Source: an optimization exercise on an open RTL-to-GDS flow (aim: small area). Production flows keep margins and buffers that such runs may drop. In this exercise RTL edits were held to simulation tests only and were not proved equivalent to the original.

==> flow/design.v (outline; a module is shown in full before it is edited, if it fits) <==
// module sine_generator: 616 lines
// module carrier_generator: 45 lines
// module pwm_comparator: 47 lines
// module inverter_5level_top: 65 lines
module inverter_5level_top #(
    parameter DATA_WIDTH = 16,
    parameter PHASE_WIDTH = 32,
    parameter DEADTIME_WIDTH = 8,
    parameter CARRIER_DIV_WIDTH = 16
)(
    input  wire                         clk,
    input  wire                         rst_n,
    input  wire                         enable,
    input  wire [PHASE_WIDTH-1:0]       freq_50hz,
    input  wire [DATA_WIDTH-1:0]        modulation_index,
    input  wire [DEADTIME_WIDTH-1:0]    deadtime_cycles,
    input  wire [CARRIER_DIV_WIDTH-1:0] carrier_freq_div,
    output wire                         pwm1_ch1_high,
    output wire                         pwm1_ch1_low,
    output wire                         pwm1_ch2_high,
    output wire                         pwm1_ch2_low,
    output wire                         pwm2_ch1_high,
    output wire                         pwm2_ch1_low,
    output wire                         pwm2_ch2_high,
    output wire                         pwm2_ch2_low,
    output wire                         sync_pulse,
    output wire                         fault
);
  // ...
==> flow/run.sh <==
#!/bin/bash
# synth_recipe.tcl (not shown) runs the flow's synth.tcl, then flattens the netlist and writes it again
# the make line also repeats each setting of config.mk as NAME=value (left out here)
make -C /OpenROAD-flow-scripts/flow DESIGN_CONFIG=/design/flow/config.mk WORK_HOME=/design/flow/orfs CLKGATE_MAP_FILE= SYNTH_SCRIPT=/design/flow/synth_recipe.tcl finish
==> flow/config.mk <==
export PLATFORM = sky130hd
export DESIGN_NAME = inverter_5level_top
export DESIGN_NICKNAME = inverter_5level_top
export VERILOG_FILES = /design/flow/design.v
export SDC_FILE = /design/flow/constraint.sdc
export NUM_CORES = 4
export LEC_CHECK = 0
export CAP_MARGIN = 20
export CORE_MARGIN = 2
export CORE_UTILIZATION = 40
export SLEW_MARGIN = 20
==> flow/constraint.sdc <==
create_clock -name core_clock -period 10.0 [get_ports {clk}]
set_input_delay 2.0000 -clock core_clock [delete_from_list [all_inputs] [get_ports {clk}]]
set_output_delay 2.0000 -clock core_clock [all_outputs]
set_load 0.01 [all_outputs]
==> metrics.cfg, run 1 <==
[clock_network]
cts_repair_resize_count = 0
hold_buffers = 0

[finish]
flow.area_growth_from_synthesis_pct = 12.2
largest_register_ffs = 16
layout.core_utilization = 0.454
multi_input_comb_cells = 1075
inv_count = 188

[die]
initial_utilization = 0.404

[global_routing]
grt_pass1_vias = 11200
track_usage = 0.224

[synthesis]
post-synth-top-area-fraction = 0.208
synth_top_family_by_area = adder cells
synthCells = 1460
number_of_flops_mapped_to_enable_cells_by_yosys = 0

[timing]
min_period_ns = 9.58
post-route-worst-setup-slack_ns = 0.417

[worst_setup_path]
worst_setup_path_startpoint = freq_50hz[12]

[routing]
maxUsedRoutingLayer = met4

[outcome]
status = timing/DRC/antenna clean

[place]
port_buffer_cells = 83

==> module carrier_generator, before the edit <==
module carrier_generator (
    input  wire        clk,
    input  wire        rst_n,
    input  wire        enable,
    input  wire [15:0] freq_div,
    output wire [15:0] cu,
    output reg         sync_pulse
);
    reg [15:0] counter;
    reg        counter_dir;
    reg        prev_dir;
    wire [16:0] cnt_inc;
    assign cnt_inc[0] = 1'b1;
    wire [15:0] cnt_plus1;
    genvar gi;
    generate
        for (gi = 0; gi < 16; gi = gi + 1) begin : g_inc
            assign cnt_plus1[gi]  = counter[gi] ^ cnt_inc[gi];
            assign cnt_inc[gi+1]  = counter[gi] & cnt_inc[gi];
        end
    endgenerate
    wire wrap = (|freq_div) && (cnt_inc[16] || (cnt_plus1 >= freq_div));
    always @(posedge clk or negedge rst_n) begin
        if (!rst_n) begin
            counter     <= 16'd0;
            counter_dir <= 1'b0;
            prev_dir    <= 1'b0;
            sync_pulse  <= 1'b0;
        end else if (enable) begin
            if (wrap) begin
                counter     <= 16'd0;
                counter_dir <= ~counter_dir;
            end else begin
                counter     <= cnt_plus1;
            end
            prev_dir   <= counter_dir;
            sync_pulse <= ~prev_dir & counter_dir;
        end else begin
            counter     <= 16'd0;
            counter_dir <= 1'b0;
            sync_pulse  <= 1'b0;
        end
    end
    assign cu = counter_dir ? {counter[15], ~counter[14:0]} : counter;
endmodule
==> module pwm_comparator, before the edit <==
module pwm_comparator #(
    parameter RESET_CMP = 1'b0
)(
    input  wire       clk,
    input  wire       rst_n,
    input  wire       enable,
    input  wire       cmp_next,
    input  wire [7:0] deadtime,
    output wire       pwm_high,
    output wire       pwm_low
);
    reg       cmp;
    reg       pwm_raw;
    reg       pwm_raw_prev;
    reg [7:0] deadtime_counter;
    reg       out_en;
    always @(posedge clk or negedge rst_n) begin
        if (!rst_n) begin
            cmp              <= RESET_CMP;
            pwm_raw          <= 1'b0;
            pwm_raw_prev     <= 1'b0;
            deadtime_counter <= 8'd0;
            out_en           <= 1'b0;
        end else if (enable) begin
            cmp          <= cmp_next;
            pwm_raw      <= cmp;
            pwm_raw_prev <= pwm_raw;
            if (pwm_raw != pwm_raw_prev) begin
                deadtime_counter <= deadtime;
                out_en           <= 1'b0;
            end else if (deadtime_counter != 8'd0) begin
                deadtime_counter <= deadtime_counter - 8'd1;
                out_en           <= 1'b0;
            end else begin
                out_en           <= 1'b1;
            end
        end else begin
            cmp              <= RESET_CMP;
            pwm_raw          <= 1'b0;
            pwm_raw_prev     <= 1'b0;
            deadtime_counter <= 8'd0;
            out_en           <= 1'b0;
        end
    end
    assign pwm_high = out_en & pwm_raw_prev;
    assign pwm_low  = out_en & ~pwm_raw_prev;
endmodule
==> run 2, diff against run 1 <==
--- a/flow/design.v
+++ b/flow/design.v
@@ -636,5 +636,12 @@
         end
     endgenerate
-    wire wrap = (|freq_div) && (cnt_inc[16] || (cnt_plus1 >= freq_div));
+    wire [16:0] ge;
+    assign ge[0] = 1'b1;
+    generate
+        for (gi = 0; gi < 16; gi = gi + 1) begin : g_ge
+            assign ge[gi+1] = (cnt_plus1[gi] & ~freq_div[gi]) | (ge[gi] & (cnt_plus1[gi] | ~freq_div[gi]));
+        end
+    endgenerate
+    wire wrap = (|freq_div) && (cnt_inc[16] || ge[16]);
     always @(posedge clk or negedge rst_n) begin
         if (!rst_n) begin
@@ -676,4 +683,17 @@
     reg [7:0] deadtime_counter;
     reg       out_en;
+    wire       edge_seen = pwm_raw ^ pwm_raw_prev;
+    wire       dt_zero   = ~|deadtime_counter;
+    wire [8:0] borrow;
+    wire [7:0] dt_dec;
+    assign borrow[0] = 1'b1;
+    genvar gi;
+    generate
+        for (gi = 0; gi < 8; gi = gi + 1) begin : g_dec
+            assign dt_dec[gi]   = deadtime_counter[gi] ^ borrow[gi];
+            assign borrow[gi+1] = borrow[gi] & ~deadtime_counter[gi];
+        end
+    endgenerate
+    wire [7:0] dt_next = edge_seen ? deadtime : (dt_zero ? 8'd0 : dt_dec);
     always @(posedge clk or negedge rst_n) begin
         if (!rst_n) begin
@@ -683,23 +703,10 @@
             deadtime_counter <= 8'd0;
             out_en           <= 1'b0;
-        end else if (enable) begin
-            cmp          <= cmp_next;
-            pwm_raw      <= cmp;
-            pwm_raw_prev <= pwm_raw;
-            if (pwm_raw != pwm_raw_prev) begin
-                deadtime_counter <= deadtime;
-                out_en           <= 1'b0;
-            end else if (deadtime_counter != 8'd0) begin
-                deadtime_counter <= deadtime_counter - 8'd1;
-                out_en           <= 1'b0;
-            end else begin
-                out_en           <= 1'b1;
-            end
         end else begin
-            cmp              <= RESET_CMP;
-            pwm_raw          <= 1'b0;
-            pwm_raw_prev     <= 1'b0;
-            deadtime_counter <= 8'd0;
-            out_en           <= 1'b0;
+            cmp              <= enable ? cmp_next : RESET_CMP;
+            pwm_raw          <= enable & cmp;
+            pwm_raw_prev     <= enable & pwm_raw;
+            deadtime_counter <= enable ? dt_next : 8'd0;
+            out_en           <= enable & ~edge_seen & dt_zero;
         end
     end
==> flow/flow/run.sh (new file) <==
#!/bin/bash
# Own layout flow: the standard flow (standard.sh) with two changes:
#  - synthesis maps logic with an area-oriented ABC script (flow/abc_area.script)
#    instead of ORFS's speed script; registers are mapped as before (dfflibmap
#    runs before ABC), so their names and cells match the standard synthesis;
#  - port buffers are sky130_fd_sc_hd__buf_1 (every port still gets one).
# Each tool's output is in orfs/logs/...; make's own output goes to flow_make.log.
set -euo pipefail
here=$(pwd)
rm -rf "$here/scripts_area"
cp -r "$FLOW_HOME/scripts" "$here/scripts_area"
cp "$here/flow/abc_area.script" "$here/scripts_area/abc_area.script"
bash standard.sh \
  SCRIPTS_DIR="$here/scripts_area" \
  ABC_AREA=1 \
  BUFFER_PORTS_ARGS="-buffer_cell sky130_fd_sc_hd__buf_1" \
  finish > "$here/flow_make.log" 2>&1
==> flow/flow/abc_area.script (new file) <==
strash
&get -n
&deepsyn -T 60
&put
dch
map -a
topo
stime -c
==> flow/standard.sh (new file) <==
#!/bin/bash
# synth_recipe.tcl (not shown) runs the flow's synth.tcl, then flattens the netlist and writes it again
# the make line also repeats each setting of config.mk as NAME=value (left out here)
make -C /OpenROAD-flow-scripts/flow DESIGN_CONFIG=/design/flow/config.mk WORK_HOME=/design/flow/orfs CLKGATE_MAP_FILE= SYNTH_SCRIPT=/design/flow/synth_recipe.tcl "${@:-finish}"
--- a/flow/config.mk
+++ b/flow/config.mk
@@ -9,3 +9,4 @@
 export CORE_MARGIN = 2
 export CORE_UTILIZATION = 40
+export CTS_BUF_LIST = sky130_fd_sc_hd__clkbuf_8
 export SLEW_MARGIN = 20
removed: flow/run.sh
==> run 2 against run 1 <==
Still clean. Die area decreased by 14%. Synthesized cell count decreased by 9.0%. Critical path type unchanged. Critical endpoint unchanged. Largest cell class unchanged.
==> metrics.cfg, run 2 <==
[worst_setup_path]
cp_common_cell = fa_1  ; unchanged
critical_path_depth = 27  ; unchanged
cp_slowest_cell = fa_1  ; was clkdlybuf4s50_1
worst_path_largest_cell_delay_ns = 0.47  ; was 0.49 ns
critical_path_class = in -> reg  ; unchanged
path_delay_family = adder cells  ; unchanged
r2r_cells = 45  ; was 33
crit_required_ns = 10.28  ; was 10.18 ns
endpoint_kind = flop  ; unchanged
critPathMaxFanout = 2  ; unchanged
r2r_setup_slack_ns = 0.92  ; was 1.25 ns
critical_path.startpoint_type = input pin  ; unchanged
worst-path-buf-inv = 2  ; was 3
worstPathArrival_ns = 9.48  ; was 9.76 ns

[die]
core_area_um2 = 25900  ; was 30,500 µm²
design.portCount = 85  ; unchanged
chipWidth_um = 166  ; was 180 µm
die_area_um2 = 27600  ; was 32,300 µm²
die_height_um = 166  ; was 180 µm
rows = 59  ; was 64
initial_utilization = 0.406  ; was 0.404

[synthesis]
synth_nets = 1605  ; was 1,743
synthTopCellsByArea = fa_1, dfrtp_1, clkinv_1  ; was fa_1, dfrtp_1, ha_1
mappedNetlistArea_um2 = 10500  ; was 12,300 µm²
post-synth-top-count-cell = clkinv_1  ; was nor2_1
synth.cells.most_frequent = clkinv_1, nor2_1, nand2_1  ; was nor2_1, inv_1, fa_1
synthDominantAreaCellType = fa_1  ; unchanged
yosysWarnings = 4  ; unchanged
post-synth-top-area-fraction = 0.243  ; was 0.208
syn-mean-instance-area_um2 = 7.92  ; was 8.45 µm²
netlist-cell-type-count = 38  ; was 88
synth_seq_cells = 76  ; unchanged
synth_flop_cell = dfrtp_1  ; unchanged
synth-async-reset-ratio = 1.00  ; unchanged
seq_area_frac_synth = 0.181  ; was 0.154
number_of_flops_mapped_to_enable_cells_by_yosys = 0  ; unchanged
synthCells = 1329  ; was 1,460

[routing]
routed_wirelength_um = 33300  ; was 36,000 µm
postRouteAntennaNets = 0  ; unchanged
viasPerCell = 5.60  ; was 5.92
wire_per_inst_um = 18.1  ; was 19.0 µm
dr_total_vias = 10300  ; was 11,200
route.detailed.drc = 0  ; unchanged
drtPass1Iterations = 7  ; was 6
initialDrtViolationCount = 955  ; was 1,302

[finish]
diodes = 0  ; unchanged
nets = 1769  ; was 1,776
top_register = carrier_gen.counter  ; unchanged
layout_top_registers = carrier_gen.counter: 16 flops, sine_gen.ph_low: 12 flops, sine_gen.ph_mid: 12 flops  ; unchanged
post-route-cell-area_um2 = 12000  ; was 13,800 µm²
share_of_layout_cells_above_drive_strength_1 = 0.0688  ; was 0.0795
layout_common_cells = clkinv_1, nor2_1, nand2_1  ; was nor2_1, inv_1, fa_1
flow.area_growth_from_synthesis_pct = 14.0  ; was 12.2%
final.fill_count = 2624  ; was 2,955
largest_register_ffs = 16  ; unchanged
seq_area_um2 = 1900  ; about the same
layout_commonest_cell = clkinv_1  ; was nor2_1
multiInputGateArea_um2 = 7430  ; was 9170 µm²

[place]
area_of_placed_instances_um2 = 11800  ; was 13,500 µm²
routabilityCongestion = 1.02  ; was 0.956
port_buffer_cells = 83  ; unchanged
detailed_place_hpwl_um = 26800  ; was 27,300 µm

[timing]
fin_crit_sh = 0.921  ; was 0.958
slew_headroom = 0.362  ; was 0.342
timing.final.setup_violations = 0  ; unchanged
final.setup.tns_ns = 0  ; unchanged
finalHoldViolations = 0  ; unchanged
final_clock_skew_ns = 0.00548  ; was 0.00958 ns
worst_pin_slew_ns = 0.957  ; was 0.988 ns
drv_slew = 0  ; unchanged
max_freq_ghz = 0.109  ; was 0.104 GHz
min_period_ns = 9.21  ; was 9.58 ns
rsz0062_at_grt = no  ; unchanged

[global_routing]
grt_first_pass_wirelength_um = 55500  ; was 59,700 µm
grt_pass1_vias = 10600  ; was 11,200
grt_antenna_before_repair = 0  ; unchanged
globalRoute.totalOverflow = 0  ; unchanged
track_usage = 0.248  ; was 0.224
grt_max_degree = 77  ; unchanged

[worst_hold_path]
hold_depth = 1  ; unchanged
hold_path.class = reg -> reg  ; unchanged

[clock_network]
cts_tree = yes  ; unchanged
cts_repair_resize_count = 0  ; unchanged
cts_max_level = 3  ; unchanged
cts_setup_buffers = 0  ; unchanged
ctsRootBufferMaster = clkbuf_8  ; was clkbuf_16
cts.reportedPaths.clkPinSlew_ns = 0.08  ; was 0.06 ns
cts-root-to-sink-buffers = 2  ; unchanged
hold_buffers = 0  ; unchanged
clock_sinks = 76  ; unchanged
clock_latency_ns = 0.35  ; was 0.34 ns
numCtsBuffers = 9  ; unchanged

[outcome]
status = timing/DRC/antenna clean  ; unchanged

[flow_run]
number_of_violations_of_the_max_capacitance_limit = 0  ; unchanged

## run 2: layout make-up
cell class | instances | area share
multi-input cells | 939 | 0.619
flip-flops and latches | 76 | 0.159
inverters | 309 | 0.0970
repair buffers | 158 | 0.0732
well taps | 335 | 0.0349
clock buffers | 11 | 0.0126
clock inverters | 5 | 0.00417
## run 2: worst paths after layout
kind	startpoint	endpoint
max in group asynchronous	rst_n	sine_gen.ph_top[0]
worst min register to register	carrier_gen.prev_dir	carrier_gen.sync_pulse
worst min-delay path	carrier_gen.prev_dir	carrier_gen.sync_pulse
worst max-delay path	freq_50hz[0]	sine_gen.ph_top[7]
worst max register to register	sine_gen.ph_top[0]	pwm2.cmp
min in group asynchronous	rst_n	pwm1.deadtime_counter[0]
## run 2: logic make-up after synthesis
kind of cell / Yosys count / share of synthesized area
XOR/XNOR: 20 / 0.0166
AO/OA/AOI/OAI: 302 / 0.198
other: 1 / 0.000356
flip-flops: 76 / 0.181
buffers and inverters: 314 / 0.114
AND/OR/NAND/NOR: 415 / 0.160
adder cells (fa/ha/maj): 201 / 0.330
## run 2: through the flow
step | setup slack, ns | hold slack (ns) | utilization | cells
after floorplan | 0.871 | 0.402 | - | 1329
after global placement | 0.381 | 0.434 | 0.455 | 1817
after detailed placement | 0.367 | 0.434 | 0.455 | 1817
after CTS | 0.690 | 0.449 | 0.463 | 1833
after global routing | 0.00165 | 0.469 | 0.463 | 1833
final | 0.792 | 0.443 | 0.463 | 1833
## run 2: worst register-to-register path: cells and delay by family, from the launching register on
kind,cells,cell delay (ns)
buffers and inverters,7,1.19
AO/OA/AOI/OAI,19,3.15
AND/OR/NAND/NOR,13,1.89
flip-flops,1,0.48
adder cells (fa/ha/maj),6,2.30
## run 2: layer usage
layer | part of all wire | track usage
met1 | 0.42 | 0.328
met2 | 0.46 | 0.403
met3 | 0.079 | 0.0458
met4 | 0.033 | 0.0968
met5 | 0 | 0
==> run 3, diff against run 2 <==
--- a/flow/config.mk
+++ b/flow/config.mk
@@ -10,3 +10,4 @@
 export CORE_UTILIZATION = 40
 export CTS_BUF_LIST = sky130_fd_sc_hd__clkbuf_8
+export GPL_TIMING_DRIVEN = 0
 export SLEW_MARGIN = 20
==> run 3 against run 2 <==
Maximum frequency fell by 1.8%. Cell count fell by 3.3%. Global-route usage fell by 0.85 points. Critical endpoint unchanged.
==> metrics.cfg, run 3 <==
[clock_network]
cts_max_level = 3  ; unchanged
hold_buffers = 0  ; unchanged
cts.reportedPaths.clkPinSlew_ns = 0.08  ; about the same
clock_sinks = 76  ; unchanged
clock_latency_ns = 0.35  ; about the same
ctsRootBufferMaster = clkbuf_8  ; unchanged
numCtsBuffers = 9  ; unchanged
cts_tree = yes  ; unchanged
cts-root-to-sink-buffers = 2  ; unchanged

[routing]
met3_wirelength_um = 2550  ; was 2620 µm
dr_total_vias = 10100  ; was 10,300
drtPass1Iterations = 5  ; was 7
wl_met2_um = 15300  ; was 15,400 µm
wire_per_inst_um = 18.3  ; was 18.1 µm
met1Wirelength_um = 13900  ; was 14,100 µm
viasPerCell = 5.68  ; was 5.60
initialDrtViolationCount = 956  ; was 955
postRouteAntennaNets = 0  ; unchanged
route.detailed.drc = 0  ; unchanged
routed_wirelength_um = 32500  ; was 33,300 µm
maxUsedRoutingLayer = met4  ; unchanged

[die]
initial_utilization = 0.406  ; unchanged
die_height_um = 166  ; unchanged
die_area_um2 = 27600  ; unchanged
design.portCount = 85  ; unchanged
core_area_um2 = 25900  ; unchanged
chipWidth_um = 166  ; unchanged
rows = 59  ; unchanged

[finish]
nets = 1708  ; was 1,769
share_of_layout_cells_above_drive_strength_1 = 0.0494  ; was 0.0688
layout_top_registers = carrier_gen.counter: 16 flops, sine_gen.ph_low: 12 flops, sine_gen.ph_mid: 12 flops  ; unchanged
top_register = carrier_gen.counter  ; unchanged
seq_area_um2 = 1900  ; unchanged
largest_register_ffs = 16  ; unchanged
diodes = 0  ; unchanged
layout_commonest_cell = clkinv_1  ; unchanged
post-route-cell-area_um2 = 11700  ; was 12,000 µm²
flow.area_growth_from_synthesis_pct = 11.6  ; was 14.0%
multiInputGateArea_um2 = 7530  ; was 7430 µm²
final.fill_count = 2664  ; was 2,624
layout_common_cells = clkinv_1, nor2_1, nand2_1  ; unchanged

[timing]
drv_slew = 0  ; unchanged
slew_headroom = 0.319  ; was 0.362
final_clock_skew_ns = 0.00879  ; was 0.00548 ns
rsz0062_at_grt = no  ; unchanged
worst_pin_slew_ns = 1.02  ; was 0.957 ns
fin_crit_sh = 0.938  ; was 0.921
max_freq_ghz = 0.107  ; was 0.109 GHz
finalHoldViolations = 0  ; unchanged
timing.final.setup_violations = 0  ; unchanged
post-route-worst-setup-slack_ns = 0.621  ; was 0.792 ns
min_period_ns = 9.38  ; was 9.21 ns

[outcome]
status = timing/DRC/antenna clean  ; unchanged

[synthesis]
synthCells = 1329  ; unchanged
post-synth-top-area-fraction = 0.243  ; unchanged
post-synth-top-count-cell = clkinv_1  ; unchanged
netlist-cell-type-count = 38  ; unchanged
synth.cells.most_frequent = clkinv_1, nor2_1, nand2_1  ; unchanged
synth_nets = 1605  ; unchanged
syn-mean-instance-area_um2 = 7.92  ; unchanged
yosysWarnings = 4  ; unchanged
synth_seq_cells = 76  ; unchanged
seq_area_frac_synth = 0.181  ; unchanged
mappedNetlistArea_um2 = 10500  ; unchanged
synth_flop_cell = dfrtp_1  ; unchanged
synth-async-reset-ratio = 1.00  ; unchanged
synthTopCellsByArea = fa_1, dfrtp_1, clkinv_1  ; unchanged
synthDominantAreaCellType = fa_1  ; unchanged
number_of_flops_mapped_to_enable_cells_by_yosys = 0  ; unchanged

[worst_setup_path]
critical_path_class = in -> reg  ; unchanged
endpoint_kind = flop  ; unchanged
worst_setup_path_startpoint = freq_50hz[12]  ; was freq_50hz[0]
reg2reg_from = sine_gen.ph_top[0]  ; unchanged
critPathMaxFanout = 2  ; unchanged
crit_required_ns = 10.26  ; was 10.28 ns
worstPathArrival_ns = 9.64  ; was 9.48 ns
critical_path.startpoint_type = input pin  ; unchanged

[place]
area_of_placed_instances_um2 = 11400  ; was 11,800 µm²
worst_setup_timing_slack_at_the_placement_stage_ns = -0.379  ; was 0.367 ns
detailed_place_hpwl_um = 25600  ; was 26,800 µm
port_buffer_cells = 83  ; unchanged
routabilityCongestion = 0.980  ; was 1.02

[global_routing]
grt_antenna_before_repair = 0  ; unchanged
grt_pass1_vias = 10100  ; was 10,600
grt_first_pass_wirelength_um = 53300  ; was 55,500 µm
globalRoute.totalOverflow = 0  ; unchanged
track_usage = 0.239  ; was 0.248
grt_max_degree = 33  ; was 77

[worst_hold_path]
hold_path.class = reg -> reg  ; unchanged
min_from = carrier_gen.prev_dir  ; unchanged

[flow_run]
number_of_violations_of_the_max_capacitance_limit = 0  ; unchanged

## run 3: path summary, 6_finish.rpt
kind | to | slack (ns) | cells after the start
setup / recovery | sine_gen.ph_top[7] | 0.62 | 27
hold / removal | carrier_gen.sync_pulse | 0.43 | 1
setup reg to reg | pwm2.cmp | 0.82 | 40
hold reg to reg | carrier_gen.sync_pulse | 0.43 | 1
max in group asynchronous | pwm1.cmp | 7.74 | 2
min in group asynchronous | pwm1.deadtime_counter[0] | 1.65 | 1
## run 3: area by class of cell
| class | count | share of cell area |
|---|---|---|
| clock buffers | 10 | 0.0117 |
| multi-input cells | 939 | 0.641 |
| repair buffers | 92 | 0.0375 |
| well taps | 335 | 0.0357 |
| inverters | 309 | 0.103 |
| plain buffers | 5 | 0.00319 |
| flip-flops and latches | 76 | 0.162 |
| clock inverters | 6 | 0.00554 |
## run 3: critical path: stages
cell	delay (ns)
buf_1	0.12
fa_1	0.19
clkinv_1	0.09
fa_1	0.47
fa_1	0.49
fa_1	0.48
fa_1	0.47
fa_1	0.46
fa_1	0.48
fa_1	0.48
fa_1	0.47
fa_1	0.46
fa_1	0.44
clkinv_1	0.08
fa_1	0.42
nand4_1	0.13
o41ai_1	0.08
ha_1	0.23
ha_1	0.20
ha_1	0.20
ha_1	0.20
ha_1	0.20
ha_1	0.20
ha_1	0.19
xnor2_1	0.17
o21ai_0	0.11
a21oi_1	0.15
## run 3: through the flow
step           utilization  TNS, ns  cells  hold slack (ns)
3_3_place_gp         0.434    -2.56   1747            0.409
4_1_cts              0.448        0   1769            0.432
2_1_floorplan            -        0   1329            0.402
6_report             0.453        0   1772            0.432
3_5_place_dp         0.439   -0.683   1753            0.425
5_1_grt              0.453        0   1772            0.451
## run 3: cells by family (layout without fill, tap and decap cells)
family,count (synthesis),count (layout),share of synthesized area
AO/OA/AOI/OAI,302,302,0.198
XOR/XNOR,20,20,0.0166
adder cells (fa/ha/maj),201,201,0.330
buffers and inverters,314,422,0.114
flip-flops,76,76,0.181
other,1,1,0.000356
AND/OR/NAND/NOR,415,415,0.160
## run 3: repair_timing
item / 4_1_cts / 5_1_grt
setup buffers: 0 / 3
setup endpoints to repair: 2 / 2
resized for setup: 9 / 29
cloned: 0 / 0
## run 3: layer usage
metal | global-route usage | vias to the layer above
met3 | 0.0324 | 68
met1 | 0.325 | 4812
met2 | 0.400 | 473
met4 | 0.0692 | 0
li1 | - | 4708
met5 | 0 | -

==> afterwards: timing with drivers on the ports <==
In the flow no input, the clock included, has a driving cell. The finished layouts below were timed again as built, in two steps.
Step 1 sets driving cells, clkbuf_16 on the clock port and buf_2 on the other inputs (assumed; they add their load-dependent delay and slew).
Step 2 also shifts input and output timing later by t, the mid clock arrival at the registers, as if the neighbouring blocks saw the same clock.
a / b / c = no drivers / after step 1 / after step 2; a / b = the first two.
| run | t (ns) | slack for setup (ns) | hold WS [ns] | worst setup path at the end |
|---|---|---|---|---|
| run 1 | 0.373 | 0.417 / 0.429 / 0.056 | 0.462 / 0.462 / 0.462 | input to register |
| run 2 | 0.378 | 0.792 / 0.799 / 0.422 | 0.443 / 0.443 / 0.443 | input to register |
| run 3 | 0.370 | 0.621 / 0.630 / 0.259 | 0.432 / 0.432 / 0.432 | input to register |
After both steps setup and hold are still met in every run listed. The setup slack of run 2, which loses most, moves by +0.007 ns with the drivers and by -0.370 ns with both steps.
